Context: an optimization exercise on an open-source flow, tuned for small area and a short achievable clock period. The choices shown serve that exercise and are no tape-out recipe.
RTL that was checked went through simulation tests only; none was proved equivalent to the original.
No functional check of the RTL was part of run 2.

==> flow/design.v, too long to show whole: its modules and the start of the top module <==
// module IIR: 1315 lines
// module IIR_fa: 4 lines
// module IIR_ha: 4 lines
module IIR
          (clk,
           reset,
           clk_enable,
           In1,
           ce_out,
           Out1);
  // ...
==> flow/flow/run.sh <==
#!/bin/bash
# Standard ORFS layout, with port buffers of a plain buffer cell and timing
# repair aimed below the clock period (the SDC is unchanged).
set -euo pipefail
bash standard.sh SETUP_SLACK_MARGIN=5.3 "BUFFER_PORTS_ARGS=-buffer_cell sky130_fd_sc_hd__buf_2"  finish > flow_make.log 2>&1
==> flow/standard.sh <==
#!/bin/bash
# synth_recipe.tcl (not shown) runs the flow's synth.tcl, then flattens the netlist and writes it again
# the make line also repeats each setting of config.mk as NAME=value (left out here)
make -C /OpenROAD-flow-scripts/flow DESIGN_CONFIG=/design/flow/config.mk WORK_HOME=/design/flow/orfs CLKGATE_MAP_FILE= SYNTH_SCRIPT=/design/flow/synth_recipe.tcl "${@:-finish}"
==> flow/config.mk <==
export PLATFORM = sky130hd
export DESIGN_NAME = IIR
export DESIGN_NICKNAME = IIR
export VERILOG_FILES = /design/flow/design.v
export SDC_FILE = /design/flow/constraint.sdc
export NUM_CORES = 4
export LEC_CHECK = 0
export ABC_AREA = 1
export CAP_MARGIN = 20
export CORE_MARGIN = 2
export CORE_UTILIZATION = 40
export SLEW_MARGIN = 20
export SYNTH_HIERARCHICAL = 1
export SYNTH_MINIMUM_KEEP_SIZE = 0
export TNS_END_PERCENT = 0
==> flow/constraint.sdc <==
create_clock -name core_clock -period 10.0 [get_ports {clk}]
set_input_delay 2.0000 -clock core_clock [delete_from_list [all_inputs] [get_ports {clk}]]
set_output_delay 2.0000 -clock core_clock [all_outputs]
set_load 0.01 [all_outputs]
==> results.txt, run 1 <==
- Once layout is done, the placed cells without fillers occupy 13400 µm².
- The sum of routed wire segments on met1 is 13000 µm.
- Dividing the final minimum period by the clock period gives 45.7%.
- The biggest fanout along the worst timing path is 11.
- The cell at the slowest stage of the critical path is fa_1.
- The number of nets in the layout is 1790.
- The share of synthesized registers carrying an async set or reset is 100%.
- The count of non-CTS inverters in the layout is 206.
- The average vias per placed instance is 4.97.
- The endpoint of the lowest-slack register-to-register path is s[2].
- The cell type contributing the most total cell area after synthesis is fa_1.
- The max capacitance violation total is 0.
- The clock-pin transition on the worst setup and hold timing paths is 0.07 ns.
- Ranked by total area, the top cell class in this layout is multi-input gates.
- In this run the remaining antenna-violating nets after routing total 0.
- The placer's final routability congestion estimate is 0.800.
- The total via count after detailed routing is 9176.
- In the final layout, non-clock buffers account for 4.78% of the cell area.
- The insertion delay to the later sink of the worst-skew pair is 0.36 ns.
- The vertical die dimension is 176 µm.
- The most flop-heavy register is t.
- The flow ran to the end and the layout has no timing, DRC or antenna violations.
- Across every metal layer, demand over resource in global routing totals 19.6%.
- The synthesized area divided by synthesized cell count is 8.58 µm².
- The final global-route overflow total is 0.
- In this run, post-CTS hold repair placed 0 buffers.
- The setup slack of the most critical reg-to-reg path is 5.43 ns.
- After detailed routing, no signal wire sits above met4.
- The DRC marker count from the first detailed-route iteration is 492.
- Setup violations remaining at the end of the flow were counted as 0.
- The startpoint identified for the worst register-to-register timing path is s[12].
- The signal on the critical path passes through buf_8 > fa_1 > fa_1 > fa_1 > fa_1 > fa_1 > ha_4 > a21oi_1 > o21ai_0 > a21oi_1 > nand2_4 > inv_2 > fa_1 > o21ai_0.
- In the global route stage, met3 resource usage came out at 2.77%.
- The post-synthesis cell type count is 42.
- The maximum clock skew at final layout is 0.0121 ns.
- The number of flops mapped to enable cells by yosys is 0.
==> run 2: changes to the inputs <==
--- a/flow/design.v
+++ b/flow/design.v
@@ -13,21 +13,23 @@
   output  ce_out;
   output  [15:0] Out1;   
   reg  [15:0] s;      
   reg  [16:0] t;      
   reg  [15:0] r;      
   reg         rnz;    
   reg  [15:0] vr;     
   reg         vn;     
-  reg  [15:0] o;      
+  reg  [15:0] vr2;    
+  reg         vn2;    
   wire [10:0] In1s = In1[15:5];
   wire [10:0] In1s_n = ~In1s;
   wire [15:0] s_n = ~s;
-  wire [15:0] vr_n = ~vr;
+  wire [15:0] vr2_n = ~vr2;
+  wire        vn2_n = ~vn2;
   wire m_s1, m_c2;
   IIR_ha um_s1 (.a(s[13]), .b(s[11]), .s(m_s1), .co(m_c2));
   wire m_s3, m_c4;
   IIR_fa um_s3 (.a(s[14]), .b(s[12]), .c(s[7]), .s(m_s3), .co(m_c4));
   wire m_s5, m_c6;
   IIR_ha um_s5 (.a(t[1]), .b(s_n[9]), .s(m_s5), .co(m_c6));
   wire m_s7, m_c8;
   IIR_fa um_s7 (.a(s[13]), .b(s[8]), .c(s[0]), .s(m_s7), .co(m_c8));
@@ -1056,267 +1058,176 @@
   wire q_o1031 = q_p897 ^ q_G1014;
   wire q_o1032 = q_p899 ^ q_G1015;
   wire q_o1033 = q_p901 ^ q_G1016;
   wire q_o1034 = q_p903 ^ q_G1017;
   wire q_o1035 = q_p905 ^ q_G1018;
   wire q_o1036 = q_p907 ^ q_G1019;
   wire q_o1037 = q_p909 ^ q_G1020;
   wire q_o1038 = q_s860 ^ q_G1021;
-  wire x_s1039, x_c1040;
-  IIR_fa ux_s1039 (.a(~vn), .b(vr_n[0]), .c(q_c763), .s(x_s1039), .co(x_c1040));
-  wire x_s1041, x_c1042;
-  IIR_fa ux_s1041 (.a(vr_n[1]), .b(q_s776), .c(q_c769), .s(x_s1041), .co(x_c1042));
-  wire x_s1043, x_c1044;
-  IIR_fa ux_s1043 (.a(vr_n[2]), .b(q_c777), .c(q_s784), .s(x_s1043), .co(x_c1044));
-  wire x_s1045, x_c1046;
-  IIR_fa ux_s1045 (.a(vr_n[3]), .b(x_c1044), .c(q_s794), .s(x_s1045), .co(x_c1046));
-  wire x_s1047, x_c1048;
-  IIR_fa ux_s1047 (.a(vr_n[4]), .b(q_s804), .c(q_c795), .s(x_s1047), .co(x_c1048));
-  wire x_s1049, x_c1050;
-  IIR_fa ux_s1049 (.a(vr_n[5]), .b(q_c805), .c(q_s812), .s(x_s1049), .co(x_c1050));
-  wire x_s1051, x_c1052;
-  IIR_fa ux_s1051 (.a(vr_n[6]), .b(q_s820), .c(q_c813), .s(x_s1051), .co(x_c1052));
-  wire x_s1053, x_c1054;
-  IIR_fa ux_s1053 (.a(vr_n[7]), .b(q_c821), .c(q_s828), .s(x_s1053), .co(x_c1054));
-  wire x_s1055, x_c1056;
-  IIR_fa ux_s1055 (.a(vr_n[8]), .b(q_c829), .c(q_s836), .s(x_s1055), .co(x_c1056));
-  wire x_s1057, x_c1058;
-  IIR_fa ux_s1057 (.a(vr_n[9]), .b(q_c837), .c(q_s842), .s(x_s1057), .co(x_c1058));
-  wire x_s1059, x_c1060;
-  IIR_fa ux_s1059 (.a(vr_n[10]), .b(q_s848), .c(q_c843), .s(x_s1059), .co(x_c1060));
-  wire x_s1061, x_c1062;
-  IIR_fa ux_s1061 (.a(vr_n[11]), .b(q_c849), .c(q_s852), .s(x_s1061), .co(x_c1062));
-  wire x_s1063, x_c1064;
-  IIR_fa ux_s1063 (.a(vr_n[12]), .b(q_s856), .c(q_c853), .s(x_s1063), .co(x_c1064));
-  wire x_s1065, x_c1066;
-  IIR_fa ux_s1065 (.a(vr_n[13]), .b(q_c857), .c(q_s858), .s(x_s1065), .co(x_c1066));
-  wire x_s1067, x_c1068;
-  IIR_fa ux_s1067 (.a(s_n[13]), .b(vr_n[14]), .c(q_c859), .s(x_s1067), .co(x_c1068));
-  wire x_s1069 = ~(vr[15] ^ q_s860);
-  wire x_c1070 = vr[15] | q_s860;
-  wire x_s1071 = ~(s[15] ^ s_n[15]);
-  wire x_c1072 = s[15] | s_n[15];
-  wire x_s1073, x_c1074;
-  IIR_ha ux_s1073 (.a(q_c861), .b(x_s1071), .s(x_s1073), .co(x_c1074));
-  wire x_g1075 = s_n[0] & s_n[2];
-  wire x_p1076 = s_n[0] | s_n[2];
-  wire x_g1077 = s_n[1] & q_s734;
-  wire x_p1078 = s_n[1] | q_s734;
-  wire x_g1079 = q_c735 & q_s736;
-  wire x_p1080 = q_c735 | q_s736;
-  wire x_g1081 = q_c737 & q_s738;
-  wire x_p1082 = q_c737 | q_s738;
-  wire x_g1083 = q_c739 & q_s740;
-  wire x_p1084 = q_c739 | q_s740;
-  wire x_g1085 = q_c741 & q_s742;
-  wire x_p1086 = q_c741 | q_s742;
-  wire x_g1087 = q_c743 & q_s746;
-  wire x_p1088 = q_c743 | q_s746;
-  wire x_g1089 = q_c747 & q_s750;
-  wire x_p1090 = q_c747 | q_s750;
-  wire x_g1091 = q_c751 & q_s756;
-  wire x_p1092 = q_c751 | q_s756;
-  wire x_g1093 = q_c757 & q_s762;
-  wire x_p1094 = q_c757 | q_s762;
-  wire x_g1095 = q_s768 & x_s1039;
-  wire x_p1096 = q_s768 | x_s1039;
-  wire x_g1097 = x_c1040 & x_s1041;
-  wire x_p1098 = x_c1040 ^ x_s1041;
-  wire x_g1099 = x_c1042 & x_s1043;
-  wire x_p1100 = x_c1042 ^ x_s1043;
-  wire x_g1101 = x_c1046 & x_s1047;
-  wire x_p1102 = x_c1046 ^ x_s1047;
-  wire x_g1103 = x_c1048 & x_s1049;
-  wire x_p1104 = x_c1048 ^ x_s1049;
-  wire x_g1105 = x_c1050 & x_s1051;
-  wire x_p1106 = x_c1050 ^ x_s1051;
-  wire x_g1107 = x_c1052 & x_s1053;
-  wire x_p1108 = x_c1052 ^ x_s1053;
-  wire x_g1109 = x_c1054 & x_s1055;
-  wire x_p1110 = x_c1054 ^ x_s1055;
-  wire x_g1111 = x_c1056 & x_s1057;
-  wire x_p1112 = x_c1056 ^ x_s1057;
-  wire x_g1113 = x_c1058 & x_s1059;
-  wire x_p1114 = x_c1058 ^ x_s1059;
-  wire x_g1115 = x_c1060 & x_s1061;
-  wire x_p1116 = x_c1060 ^ x_s1061;
-  wire x_g1117 = x_c1062 & x_s1063;
-  wire x_p1118 = x_c1062 ^ x_s1063;
-  wire x_g1119 = x_c1064 & x_s1065;
-  wire x_p1120 = x_c1064 ^ x_s1065;
-  wire x_g1121 = x_c1066 & x_s1067;
-  wire x_p1122 = x_c1066 ^ x_s1067;
-  wire x_g1123 = x_c1068 & x_s1069;
-  wire x_p1124 = x_c1068 ^ x_s1069;
-  wire x_g1125 = x_c1070 & x_s1073;
-  wire x_p1126 = x_c1070 ^ x_s1073;
-  wire x_G1127 = 1'b0 | (1'b0 & 1'b0);
-  wire x_G1128 = 1'b0 | (s[1] & 1'b0);
-  wire x_P1129 = s[1] & s[0];
-  wire x_G1130 = x_g1077 | (x_p1078 & x_g1075);
-  wire x_P1131 = x_p1078 & x_p1076;
-  wire x_G1132 = x_g1081 | (x_p1082 & x_g1079);
-  wire x_P1133 = x_p1082 & x_p1080;
-  wire x_G1134 = x_g1085 | (x_p1086 & x_g1083);
-  wire x_P1135 = x_p1086 & x_p1084;
-  wire x_G1136 = x_g1089 | (x_p1090 & x_g1087);
-  wire x_P1137 = x_p1090 & x_p1088;
-  wire x_G1138 = x_g1093 | (x_p1094 & x_g1091);
-  wire x_P1139 = x_p1094 & x_p1092;
-  wire x_G1140 = x_g1097 | (x_p1098 & x_g1095);
-  wire x_P1141 = x_p1098 & x_p1096;
-  wire x_G1142 = 1'b0 | (x_s1045 & x_g1099);
-  wire x_P1143 = x_s1045 & x_p1100;
-  wire x_G1144 = x_g1103 | (x_p1104 & x_g1101);
-  wire x_P1145 = x_p1104 & x_p1102;
-  wire x_G1146 = x_g1107 | (x_p1108 & x_g1105);
-  wire x_P1147 = x_p1108 & x_p1106;
-  wire x_G1148 = x_g1111 | (x_p1112 & x_g1109);
-  wire x_P1149 = x_p1112 & x_p1110;
-  wire x_G1150 = x_g1115 | (x_p1116 & x_g1113);
-  wire x_P1151 = x_p1116 & x_p1114;
-  wire x_G1152 = x_g1119 | (x_p1120 & x_g1117);
-  wire x_P1153 = x_p1120 & x_p1118;
-  wire x_G1154 = x_g1123 | (x_p1124 & x_g1121);
-  wire x_P1155 = x_p1124 & x_p1122;
-  wire x_G1156 = 1'b0 | (s[0] & x_G1127);
-  wire x_G1157 = x_G1128 | (x_P1129 & x_G1127);
-  wire x_G1158 = x_g1079 | (x_p1080 & x_G1130);
-  wire x_P1159 = x_p1080 & x_P1131;
-  wire x_G1160 = x_G1132 | (x_P1133 & x_G1130);
-  wire x_P1161 = x_P1133 & x_P1131;
-  wire x_G1162 = x_g1087 | (x_p1088 & x_G1134);
-  wire x_P1163 = x_p1088 & x_P1135;
-  wire x_G1164 = x_G1136 | (x_P1137 & x_G1134);
-  wire x_P1165 = x_P1137 & x_P1135;
-  wire x_G1166 = x_g1095 | (x_p1096 & x_G1138);
-  wire x_P1167 = x_p1096 & x_P1139;
-  wire x_G1168 = x_G1140 | (x_P1141 & x_G1138);
-  wire x_P1169 = x_P1141 & x_P1139;
-  wire x_G1170 = x_g1101 | (x_p1102 & x_G1142);
-  wire x_P1171 = x_p1102 & x_P1143;
-  wire x_G1172 = x_G1144 | (x_P1145 & x_G1142);
-  wire x_P1173 = x_P1145 & x_P1143;
-  wire x_G1174 = x_g1109 | (x_p1110 & x_G1146);
-  wire x_P1175 = x_p1110 & x_P1147;
-  wire x_G1176 = x_G1148 | (x_P1149 & x_G1146);
-  wire x_P1177 = x_P1149 & x_P1147;
-  wire x_G1178 = x_g1117 | (x_p1118 & x_G1150);
-  wire x_P1179 = x_p1118 & x_P1151;
-  wire x_G1180 = x_G1152 | (x_P1153 & x_G1150);
-  wire x_P1181 = x_P1153 & x_P1151;
-  wire x_G1182 = x_g1125 | (x_p1126 & x_G1154);
-  wire x_P1183 = x_p1126 & x_P1155;
-  wire x_G1184 = x_g1075 | (x_p1076 & x_G1157);
-  wire x_G1185 = x_G1130 | (x_P1131 & x_G1157);
-  wire x_G1186 = x_G1158 | (x_P1159 & x_G1157);
-  wire x_G1187 = x_G1160 | (x_P1161 & x_G1157);
-  wire x_G1188 = x_g1091 | (x_p1092 & x_G1164);
-  wire x_P1189 = x_p1092 & x_P1165;
-  wire x_G1190 = x_G1138 | (x_P1139 & x_G1164);
-  wire x_P1191 = x_P1139 & x_P1165;
-  wire x_G1192 = x_G1166 | (x_P1167 & x_G1164);
-  wire x_P1193 = x_P1167 & x_P1165;
-  wire x_G1194 = x_G1168 | (x_P1169 & x_G1164);
-  wire x_P1195 = x_P1169 & x_P1165;
-  wire x_G1196 = x_g1105 | (x_p1106 & x_G1172);
-  wire x_P1197 = x_p1106 & x_P1173;
-  wire x_G1198 = x_G1146 | (x_P1147 & x_G1172);
-  wire x_P1199 = x_P1147 & x_P1173;
-  wire x_G1200 = x_G1174 | (x_P1175 & x_G1172);
-  wire x_P1201 = x_P1175 & x_P1173;
-  wire x_G1202 = x_G1176 | (x_P1177 & x_G1172);
-  wire x_P1203 = x_P1177 & x_P1173;
-  wire x_G1204 = x_g1121 | (x_p1122 & x_G1180);
-  wire x_P1205 = x_p1122 & x_P1181;
-  wire x_G1206 = x_G1154 | (x_P1155 & x_G1180);
-  wire x_P1207 = x_P1155 & x_P1181;
-  wire x_G1208 = x_G1182 | (x_P1183 & x_G1180);
-  wire x_P1209 = x_P1183 & x_P1181;
-  wire x_G1210 = x_g1083 | (x_p1084 & x_G1187);
-  wire x_G1211 = x_G1134 | (x_P1135 & x_G1187);
-  wire x_G1212 = x_G1162 | (x_P1163 & x_G1187);
-  wire x_G1213 = x_G1164 | (x_P1165 & x_G1187);
-  wire x_G1214 = x_G1188 | (x_P1189 & x_G1187);
-  wire x_G1215 = x_G1190 | (x_P1191 & x_G1187);
-  wire x_G1216 = x_G1192 | (x_P1193 & x_G1187);
-  wire x_G1217 = x_G1194 | (x_P1195 & x_G1187);
-  wire x_G1218 = x_g1113 | (x_p1114 & x_G1202);
-  wire x_P1219 = x_p1114 & x_P1203;
-  wire x_G1220 = x_G1150 | (x_P1151 & x_G1202);
-  wire x_P1221 = x_P1151 & x_P1203;
-  wire x_G1222 = x_G1178 | (x_P1179 & x_G1202);
-  wire x_P1223 = x_P1179 & x_P1203;
-  wire x_G1224 = x_G1180 | (x_P1181 & x_G1202);
-  wire x_P1225 = x_P1181 & x_P1203;
-  wire x_G1226 = x_G1204 | (x_P1205 & x_G1202);
-  wire x_P1227 = x_P1205 & x_P1203;
-  wire x_G1228 = x_G1206 | (x_P1207 & x_G1202);
-  wire x_P1229 = x_P1207 & x_P1203;
-  wire x_G1230 = x_G1208 | (x_P1209 & x_G1202);
-  wire x_P1231 = x_P1209 & x_P1203;
-  wire x_G1232 = x_g1099 | (x_p1100 & x_G1217);
-  wire x_G1233 = x_G1142 | (x_P1143 & x_G1217);
-  wire x_G1234 = x_G1170 | (x_P1171 & x_G1217);
-  wire x_G1235 = x_G1172 | (x_P1173 & x_G1217);
-  wire x_G1236 = x_G1196 | (x_P1197 & x_G1217);
-  wire x_G1237 = x_G1198 | (x_P1199 & x_G1217);
-  wire x_G1238 = x_G1200 | (x_P1201 & x_G1217);
-  wire x_G1239 = x_G1202 | (x_P1203 & x_G1217);
-  wire x_G1240 = x_G1218 | (x_P1219 & x_G1217);
-  wire x_G1241 = x_G1220 | (x_P1221 & x_G1217);
-  wire x_G1242 = x_G1222 | (x_P1223 & x_G1217);
-  wire x_G1243 = x_G1224 | (x_P1225 & x_G1217);
-  wire x_G1244 = x_G1226 | (x_P1227 & x_G1217);
-  wire x_G1245 = x_G1228 | (x_P1229 & x_G1217);
-  wire x_G1246 = x_G1230 | (x_P1231 & x_G1217);
-  wire x_o1247 = x_p1098 ^ x_G1216;
-  wire x_o1248 = x_p1100 ^ x_G1217;
-  wire x_o1249 = x_s1045 ^ x_G1232;
-  wire x_o1250 = x_p1102 ^ x_G1233;
-  wire x_o1251 = x_p1104 ^ x_G1234;
-  wire x_o1252 = x_p1106 ^ x_G1235;
-  wire x_o1253 = x_p1108 ^ x_G1236;
-  wire x_o1254 = x_p1110 ^ x_G1237;
-  wire x_o1255 = x_p1112 ^ x_G1238;
-  wire x_o1256 = x_p1114 ^ x_G1239;
-  wire x_o1257 = x_p1116 ^ x_G1240;
-  wire x_o1258 = x_p1118 ^ x_G1241;
-  wire x_o1259 = x_p1120 ^ x_G1242;
-  wire x_o1260 = x_p1122 ^ x_G1243;
-  wire x_o1261 = x_p1124 ^ x_G1244;
-  wire x_o1262 = x_p1126 ^ x_G1245;
+  wire y_s1039, y_c1040;
+  IIR_fa uy_s1039 (.a(r[0]), .b(vr2_n[0]), .c(vn2_n), .s(y_s1039), .co(y_c1040));
+  wire y_s1041, y_c1042;
+  IIR_ha uy_s1041 (.a(r[1]), .b(vr2_n[1]), .s(y_s1041), .co(y_c1042));
+  wire y_s1043, y_c1044;
+  IIR_ha uy_s1043 (.a(r[2]), .b(vr2_n[2]), .s(y_s1043), .co(y_c1044));
+  wire y_s1045, y_c1046;
+  IIR_ha uy_s1045 (.a(r[3]), .b(vr2_n[3]), .s(y_s1045), .co(y_c1046));
+  wire y_s1047, y_c1048;
+  IIR_ha uy_s1047 (.a(r[4]), .b(vr2_n[4]), .s(y_s1047), .co(y_c1048));
+  wire y_s1049, y_c1050;
+  IIR_ha uy_s1049 (.a(r[5]), .b(vr2_n[5]), .s(y_s1049), .co(y_c1050));
+  wire y_s1051, y_c1052;
+  IIR_ha uy_s1051 (.a(r[6]), .b(vr2_n[6]), .s(y_s1051), .co(y_c1052));
+  wire y_s1053, y_c1054;
+  IIR_ha uy_s1053 (.a(r[7]), .b(vr2_n[7]), .s(y_s1053), .co(y_c1054));
+  wire y_s1055, y_c1056;
+  IIR_ha uy_s1055 (.a(r[8]), .b(vr2_n[8]), .s(y_s1055), .co(y_c1056));
+  wire y_s1057, y_c1058;
+  IIR_ha uy_s1057 (.a(r[9]), .b(vr2_n[9]), .s(y_s1057), .co(y_c1058));
+  wire y_s1059, y_c1060;
+  IIR_ha uy_s1059 (.a(r[10]), .b(vr2_n[10]), .s(y_s1059), .co(y_c1060));
+  wire y_s1061, y_c1062;
+  IIR_ha uy_s1061 (.a(r[11]), .b(vr2_n[11]), .s(y_s1061), .co(y_c1062));
+  wire y_s1063, y_c1064;
+  IIR_ha uy_s1063 (.a(r[12]), .b(vr2_n[12]), .s(y_s1063), .co(y_c1064));
+  wire y_s1065, y_c1066;
+  IIR_ha uy_s1065 (.a(r[13]), .b(vr2_n[13]), .s(y_s1065), .co(y_c1066));
+  wire y_s1067, y_c1068;
+  IIR_ha uy_s1067 (.a(r[14]), .b(vr2_n[14]), .s(y_s1067), .co(y_c1068));
+  wire y_s1069, y_c1070;
+  IIR_ha uy_s1069 (.a(r[15]), .b(vr2_n[15]), .s(y_s1069), .co(y_c1070));
+  wire y_s1071, y_c1072;
+  IIR_ha uy_s1071 (.a(r[15]), .b(vr2_n[15]), .s(y_s1071), .co(y_c1072));
+  wire y_g1073 = y_c1040 & y_s1041;
+  wire y_p1074 = y_c1040 ^ y_s1041;
+  wire y_g1075 = y_c1042 & y_s1043;
+  wire y_p1076 = y_c1042 ^ y_s1043;
+  wire y_g1077 = y_c1044 & y_s1045;
+  wire y_p1078 = y_c1044 ^ y_s1045;
+  wire y_g1079 = y_c1046 & y_s1047;
+  wire y_p1080 = y_c1046 ^ y_s1047;
+  wire y_g1081 = y_c1048 & y_s1049;
+  wire y_p1082 = y_c1048 ^ y_s1049;
+  wire y_g1083 = y_c1050 & y_s1051;
+  wire y_p1084 = y_c1050 ^ y_s1051;
+  wire y_g1085 = y_c1052 & y_s1053;
+  wire y_p1086 = y_c1052 ^ y_s1053;
+  wire y_g1087 = y_c1054 & y_s1055;
+  wire y_p1088 = y_c1054 ^ y_s1055;
+  wire y_g1089 = y_c1056 & y_s1057;
+  wire y_p1090 = y_c1056 ^ y_s1057;
+  wire y_g1091 = y_c1058 & y_s1059;
+  wire y_p1092 = y_c1058 ^ y_s1059;
+  wire y_g1093 = y_c1060 & y_s1061;
+  wire y_p1094 = y_c1060 ^ y_s1061;
+  wire y_g1095 = y_c1062 & y_s1063;
+  wire y_p1096 = y_c1062 ^ y_s1063;
+  wire y_g1097 = y_c1064 & y_s1065;
+  wire y_p1098 = y_c1064 ^ y_s1065;
+  wire y_g1099 = y_c1066 & y_s1067;
+  wire y_p1100 = y_c1066 ^ y_s1067;
+  wire y_g1101 = y_c1068 & y_s1069;
+  wire y_p1102 = y_c1068 ^ y_s1069;
+  wire y_g1103 = y_c1070 & y_s1071;
+  wire y_p1104 = y_c1070 ^ y_s1071;
+  wire y_G1105 = y_g1073 | (y_p1074 & 1'b0);
+  wire y_G1106 = y_g1077 | (y_p1078 & y_g1075);
+  wire y_P1107 = y_p1078 & y_p1076;
+  wire y_G1108 = y_g1081 | (y_p1082 & y_g1079);
+  wire y_P1109 = y_p1082 & y_p1080;
+  wire y_G1110 = y_g1085 | (y_p1086 & y_g1083);
+  wire y_P1111 = y_p1086 & y_p1084;
+  wire y_G1112 = y_g1089 | (y_p1090 & y_g1087);
+  wire y_P1113 = y_p1090 & y_p1088;
+  wire y_G1114 = y_g1093 | (y_p1094 & y_g1091);
+  wire y_P1115 = y_p1094 & y_p1092;
+  wire y_G1116 = y_g1097 | (y_p1098 & y_g1095);
+  wire y_P1117 = y_p1098 & y_p1096;
+  wire y_G1118 = y_g1101 | (y_p1102 & y_g1099);
+  wire y_P1119 = y_p1102 & y_p1100;
+  wire y_G1120 = y_g1075 | (y_p1076 & y_G1105);
+  wire y_G1121 = y_G1106 | (y_P1107 & y_G1105);
+  wire y_G1122 = y_g1083 | (y_p1084 & y_G1108);
+  wire y_P1123 = y_p1084 & y_P1109;
+  wire y_G1124 = y_G1110 | (y_P1111 & y_G1108);
+  wire y_P1125 = y_P1111 & y_P1109;
+  wire y_G1126 = y_g1091 | (y_p1092 & y_G1112);
+  wire y_P1127 = y_p1092 & y_P1113;
+  wire y_G1128 = y_G1114 | (y_P1115 & y_G1112);
+  wire y_P1129 = y_P1115 & y_P1113;
+  wire y_G1130 = y_g1099 | (y_p1100 & y_G1116);
+  wire y_P1131 = y_p1100 & y_P1117;
+  wire y_G1132 = y_G1118 | (y_P1119 & y_G1116);
+  wire y_P1133 = y_P1119 & y_P1117;
+  wire y_G1134 = y_g1079 | (y_p1080 & y_G1121);
+  wire y_G1135 = y_G1108 | (y_P1109 & y_G1121);
+  wire y_G1136 = y_G1122 | (y_P1123 & y_G1121);
+  wire y_G1137 = y_G1124 | (y_P1125 & y_G1121);
+  wire y_G1138 = y_g1095 | (y_p1096 & y_G1128);
+  wire y_P1139 = y_p1096 & y_P1129;
+  wire y_G1140 = y_G1116 | (y_P1117 & y_G1128);
+  wire y_P1141 = y_P1117 & y_P1129;
+  wire y_G1142 = y_G1130 | (y_P1131 & y_G1128);
+  wire y_P1143 = y_P1131 & y_P1129;
+  wire y_G1144 = y_G1132 | (y_P1133 & y_G1128);
+  wire y_P1145 = y_P1133 & y_P1129;
+  wire y_G1146 = y_g1087 | (y_p1088 & y_G1137);
+  wire y_G1147 = y_G1112 | (y_P1113 & y_G1137);
+  wire y_G1148 = y_G1126 | (y_P1127 & y_G1137);
+  wire y_G1149 = y_G1128 | (y_P1129 & y_G1137);
+  wire y_G1150 = y_G1138 | (y_P1139 & y_G1137);
+  wire y_G1151 = y_G1140 | (y_P1141 & y_G1137);
+  wire y_G1152 = y_G1142 | (y_P1143 & y_G1137);
+  wire y_G1153 = y_G1144 | (y_P1145 & y_G1137);
+  wire y_G1154 = y_g1103 | (y_p1104 & y_G1153);
+  wire y_o1155 = y_p1074 ^ 1'b0;
+  wire y_o1156 = y_p1076 ^ y_G1105;
+  wire y_o1157 = y_p1078 ^ y_G1120;
+  wire y_o1158 = y_p1080 ^ y_G1121;
+  wire y_o1159 = y_p1082 ^ y_G1134;
+  wire y_o1160 = y_p1084 ^ y_G1135;
+  wire y_o1161 = y_p1086 ^ y_G1136;
+  wire y_o1162 = y_p1088 ^ y_G1137;
+  wire y_o1163 = y_p1090 ^ y_G1146;
+  wire y_o1164 = y_p1092 ^ y_G1147;
+  wire y_o1165 = y_p1094 ^ y_G1148;
+  wire y_o1166 = y_p1096 ^ y_G1149;
+  wire y_o1167 = y_p1098 ^ y_G1150;
+  wire y_o1168 = y_p1100 ^ y_G1151;
+  wire y_o1169 = y_p1102 ^ y_G1152;
+  wire y_o1170 = y_p1104 ^ y_G1153;
   wire [15:0] s_next = {m_o413, m_o412, m_o411, m_o410, m_o409, m_o408, m_o407, m_o406, m_o405, m_o404, m_o403, m_o402, m_o401, m_o400, m_o399, m_o398};
   wire [16:0] t_next = {n_o733, n_o732, n_o731, n_o730, n_o729, n_o728, n_o727, n_o726, n_o725, n_o724, n_o723, n_o722, n_o721, n_o720, n_o719, n_o718, n_o717};
   wire        tk = t[16] ^ (t[15] & (|t[14:0]));
   wire [15:0] w = {q_o1038, q_o1037, q_o1036, q_o1035, q_o1034, q_o1033, q_o1032, q_o1031, q_o1030, q_o1029, q_o1028, q_o1027, q_o1026, q_o1025, q_o1024, q_o1023};
-  wire [15:0] o_next = {x_o1262 ^ q_o1038, x_o1261, x_o1260, x_o1259, x_o1258, x_o1257, x_o1256, x_o1255, x_o1254, x_o1253, x_o1252, x_o1251, x_o1250, x_o1249, x_o1248, x_o1247};
+  assign Out1 = {y_o1170, y_o1169, y_o1168, y_o1167, y_o1166, y_o1165, y_o1164, y_o1163, y_o1162, y_o1161, y_o1160, y_o1159, y_o1158, y_o1157, y_o1156, y_o1155};
   always @(posedge clk or posedge reset)
     begin
       if (reset == 1'b1) begin
         s   <= 16'h0000;
         t   <= 17'h00000;
         r   <= 16'h0000;
         rnz <= 1'b0;
         vr  <= 16'h0000;
         vn  <= 1'b0;
-        o   <= 16'h0000;
+        vr2 <= 16'h0000;
+        vn2 <= 1'b0;
       end
       else if (clk_enable) begin
         s   <= s_next;
         t   <= t_next;
         r   <= w;
         rnz <= |s[11:0];
         vr  <= r;
         vn  <= rnz;
-        o   <= o_next;
+        vr2 <= vr;
+        vn2 <= vn;
       end
     end
-  assign Out1 = o;
   assign ce_out = clk_enable;
 endmodule   
 module IIR_fa(input a, input b, input c, output s, output co);
   assign s = a ^ b ^ c;
   assign co = (a & b) | (a & c) | (b & c);
 endmodule
 module IIR_ha(input a, input b, output s, output co);
   assign s = a ^ b;
==> flow/flow/run.sh (replaced) <==
#!/bin/bash
# Standard ORFS layout, with port buffers of a plain buffer cell and timing
# repair aimed below the clock period (the SDC is unchanged).
set -euo pipefail
bash standard.sh SETUP_SLACK_MARGIN=5.3 "BUFFER_PORTS_ARGS=-buffer_cell sky130_fd_sc_hd__buf_2" finish > flow_make.log 2>&1
==> flow/config.mk (replaced) <==
export PLATFORM = sky130hd
export DESIGN_NAME = IIR
export DESIGN_NICKNAME = IIR
export VERILOG_FILES = /design/flow/design.v
export SDC_FILE = /design/flow/constraint.sdc
export NUM_CORES = 4
export LEC_CHECK = 0
export CAP_MARGIN = 20
export CORE_MARGIN = 2
export CORE_UTILIZATION = 40
export SLEW_MARGIN = 20
export SYNTH_HIERARCHICAL = 1
export SYNTH_MINIMUM_KEEP_SIZE = 0
==> run 2 against run 1 <==
Still clean. Worst setup slack got worse by 0.61 ns. Sequential share of layout area rose by 0.49 points. Hold slack got worse by 0.0037 ns. Global-route usage fell by 1.1 points. Clock skew barely moved. Critical path depth rose by 1. First-iteration DRC count fell by 34%. Synthesized area fell by 8.0%. Utilization rose by 3.2 points. Critical endpoint is now Out1[15].
==> results.txt, run 2 <==
- Outcome: complete, no violations (unchanged).
- The number of rows in the core area is 60 (was 62).
- The estimated wirelength of the detail-placed design is 16600 µm (was 20200 µm).
- The remaining antenna violation count was 0 (unchanged).
- The path category of the worst min-delay check is register to register (unchanged).
- Top cells by area, synth: fa_1 (33%), dfrtp_1 (19%), ha_1 (16%), inv_1 (4.7%), mux2_2 (3.8%) (was fa_1 (32%), dfrtp_1 (18%), ha_1 (13%), nand2_1 (11%), inv_1 (6.3%)).
- The cell type contributing the most total cell area after synthesis is fa_1 (unchanged).
- The overall die width was 169 µm (was 176 µm).
- The worst slack on hold paths came to 0.477 ns (was 0.481 ns).
- The most common cell after layout, fill and taps aside is fa_1 (was nand2_1).
- The transition time at the pin with the least slew margin is 0.912 ns (was 0.989 ns).
- The number of buffers inserted by hold repair at cts is 0 (unchanged).
- The setup TNS came to 0 ns (unchanged).
- The clock tree from TritonCTS is built (unchanged).
- The synthesized area divided by synthesized cell count was 11.1 µm² (was 8.58 µm²).
- The number of nets in the layout is 1436 (was 1790).
- The worst-case headroom to the max-slew limit came to 39.2% (was 34.1%).
- The final antenna diode count was 0 (unchanged).
- The number of flops mapped to enable cells by yosys is 0 (unchanged).
- The biggest fanout along the worst timing path is 3 (was 11).
- The number of antenna violations at the first check in global routing is 0 (unchanged).
- The post-detailed-route wirelength per cell was 17.2 µm (was 15.3 µm).
- The sort of element at the end of the critical path was a primary output (was register).
- The most frequent cell after synthesis is fa_1 (was nand2_1).
- The via count of the first global-routing pass came to 7984 (was 9421).
- The worst endpoint data arrival time is 3.18 ns (was 4.84 ns).
- The quantity of I/O buffers inserted on ports is 30 (unchanged).
- The pre-CTS setup slack was 4.24 ns (was 4.32 ns).
- The max capacitance violation total is 0 (unchanged).
- The DRC marker count from the first detailed-route iteration was 325 (was 492).
- The global-route total usage across every layer is 18.5% (was 19.6%).
- The kind of start point of the critical path is a register (unchanged).
- The final design instance area without fill is 13300 µm² (was 13400 µm²).
- The gate count after technology mapping is 978 (was 1378).
- The warning count from the yosys run is 7 (unchanged).
- The total core area is 26800 µm² (was 28900 µm²).
- The vertical die dimension is 169 µm (was 176 µm).
- The number of slew-limit violations in the final report came to 0 (unchanged).
- The master cell of the clock root buffer was clkbuf_16 (unchanged).
- The final wirelength came to 24900 µm (was 28200 µm).
- The number of search-and-repair iterations in the first detailed-routing pass is 4 (was 5).
- The area share of the largest cell type after synthesis is 32.6% (was 32.0%).
- Leading cell types in the layout, fill and taps excluded: fa_1 (158), ha_1 (126), inv_1 (116) (was nand2_1 (355), fa_1 (185), inv_1 (182)).
- The placer's final routability congestion estimate came to 0.784 (was 0.800).
- The full die area is 28500 µm² (was 30900 µm²).
- The clock period minus worst slack is 5.18 ns (was 4.57 ns).
- The synthesis-stage register bit count came to 84 (was 83).
- The required time of the critical path is 8.00 ns (was 10.27 ns).
- The pin count of the biggest net entering global routing is 74 (was 90).
- The leading register cell type out of synthesis is dfrtp_1 (unchanged).
- The layout overhead on the synthesized area is 22.1% (was 13.3%).
- The number of fillers in the final layout was 2348 (was 2795).
- The placed instance area is 11400 µm² (was 12400 µm²).
- The ratio of cells with drive above 1 in the final layout is 29.9% (was 14.1%).
- The initial cell density of the core is 40.6% (was 40.9%).
- Most frequent cells after synthesis: fa_1 (177), ha_1 (139), inv_1 (137) (was nand2_1 (360), inv_1 (198), fa_1 (189)).
- The final global-route overflow total is 0 (unchanged).
- The flip-flop count of the largest register, all copies and words added is 17 (unchanged).
- The highest achievable clock rate is 193 MHz (was 219 MHz).
- Unrepaired setup endpoints after global routing: true (unchanged).
- The category of the critical setup timing path is register to primary output (was register to register).
- The total number of H-tree levels was 3 (unchanged).
- The most flop-heavy register is t (unchanged).
- The final cell count without fillers is 1447 (was 1846).
- The number of nets in the synthesized netlist is 1313 (was 1711).
- The average vias per placed instance is 5.18 (was 4.97).
- The number of clock sinks seen by CTS is 84 (was 83).
- The share of synthesized registers carrying an async set or reset is 100% (unchanged).
- The final number of hold-violating endpoints is 0 (unchanged).
- The insertion delay to the later sink of the worst-skew pair is 0.35 ns (was 0.36 ns).
- The sequential element share of the synthesized area is 19.3% (was 17.6%).
- The post-layout worst setup margin is 4.82 ns (was 5.43 ns).
- The setup slack of the most critical reg-to-reg path is 5.05 ns (was 5.43 ns).
- The largest buffer count on any clock path was 2 (unchanged).
- The maximum clock skew at final layout is 0.0121 ns (about the same).
- The number of cells after detailed placement is 1321 (was 1783).
- The final clock period utilization by the worst path is 51.8% (was 45.7%).
- The top-level I/O count is 36 (unchanged).
- The global-route wire length before repair is 41100 µm (was 47200 µm).
- The total clock buffers created by CTS is 9 (unchanged).
- The total via count after detailed routing came to 7501 (was 9176).
- The clock-pin transition on the worst setup and hold timing paths is 0.06 ns (was 0.07 ns).
- The number of DRC violations after detailed routing is 0 (unchanged).
- The post-synthesis cell type count is 66 (was 42).
- The combined area of all synthesized cells is 10900 µm² (was 11800 µm²).
- The total of endpoints with negative setup slack in the final report is 0 (unchanged).
==> run 2: timing repair <==
action	CTS	global route
setup endpoints to repair	43	34
pin swaps	41	57
setup buffers	97	13
resized for setup	86	57
==> run 2: Yosys stat by module, one instance, submodules excluded <==
module,flops+latches,cells inside
IIR,84,755
IIR_fa,0,1
IIR_ha,0,1
==> run 2: logic make-up (layout without fill, tap and decap cells) <==
family	Yosys count	in the layout	synth area share (%)
and+or+nand+nor	148	148	6.76
AOI/OAI and AO/OA	165	165	10.1
muxes	42	42	4.29
buffers and inverters	168	296	6.39
adders and majority gates	322	322	49.1
xor gates and xnor gates	49	49	3.95
DFF	84	84	19.3
==> run 2: cell type report <==
| cell class | instances | area, µm² | share of cell area, % |
|---|---|---|---|
| well taps | 341 | 427 | 3.21 |
| clock buffers | 9 | 225 | 1.70 |
| repair buffers | 143 | 1130 | 8.50 |
| flip-flops and latches | 84 | 2150 | 16.2 |
| clock inverters | 7 | 76.3 | 0.575 |
| inverters | 137 | 572 | 4.31 |
| multi-input cells | 726 | 8690 | 65.5 |
==> run 2: worst max-delay path, stage by stage (launching register included) <==
cell,delay (ns)
dfrtp_1,0.34
inv_2,0.05
fa_2,0.40
ha_4,0.17
a21o_1,0.18
a21oi_2,0.14
o21bai_1,0.08
a21o_1,0.18
a21oi_2,0.17
o21ai_2,0.09
a2111oi_4,0.28
buf_4,0.19
o311ai_4,0.10
a21oi_2,0.19
xnor2_1,0.13
buf_2,0.15
==> run 2: final timing paths <==
path | startpoint | endpoint | cells after the start
max in group asynchronous | reset | s[13] | 3
hold reg to reg | vr[1] | vr2[1] | 2
setup reg to reg | s[11] | s[14] | 14
hold / removal | vr[1] | vr2[1] | 2
setup / recovery | vn2 | Out1[15] | 15
min in group asynchronous | reset | vr[4] | 2
==> run 2: per-layer routing <==
| layer | up-vias | track usage [%] | share of wire [%] |
|---|---|---|---|
| met1 | 3841 | 24.2 | 44 |
| met5 | - | 0 | 0 |
| met4 | 0 | 3.97 | 1.6 |
| met3 | 24 | 3.44 | 3.9 |
| met2 | 117 | 32.0 | 51 |
| li1 | 3519 | - | - |
==> run 2: per-stage QoR <==
step / utilization, %
6_report: 49.5
5_1_grt: 49.5
4_1_cts: 48.0
3_5_place_dp: 42.6
3_3_place_gp: 42.6
2_1_floorplan: -

==> re-timing with driven ports <==
No port has a modelled driver above. Below, the same layouts with a new extraction and two added sets of constraints.
Step 1: set_driving_cell puts a clkbuf_16 on clk and a buf_2 on each other input, an assumption about the parent block.
Step 2 also shifts input and output timing later by t, the mid clock arrival at the registers, as if the neighbouring blocks saw the same clock.
Slacks: ideal ports / drivers / drivers and shift; pairs: ideal ports / drivers.
run	t (ns)	setup WS [ns]	worst slew at a driven data input, ns
run 1	0.396	5.427 / 5.427 / 5.427	0.03
run 2	0.385	4.820 / 4.780 / 5.052	0.04
After both steps every run listed still meets setup and hold.
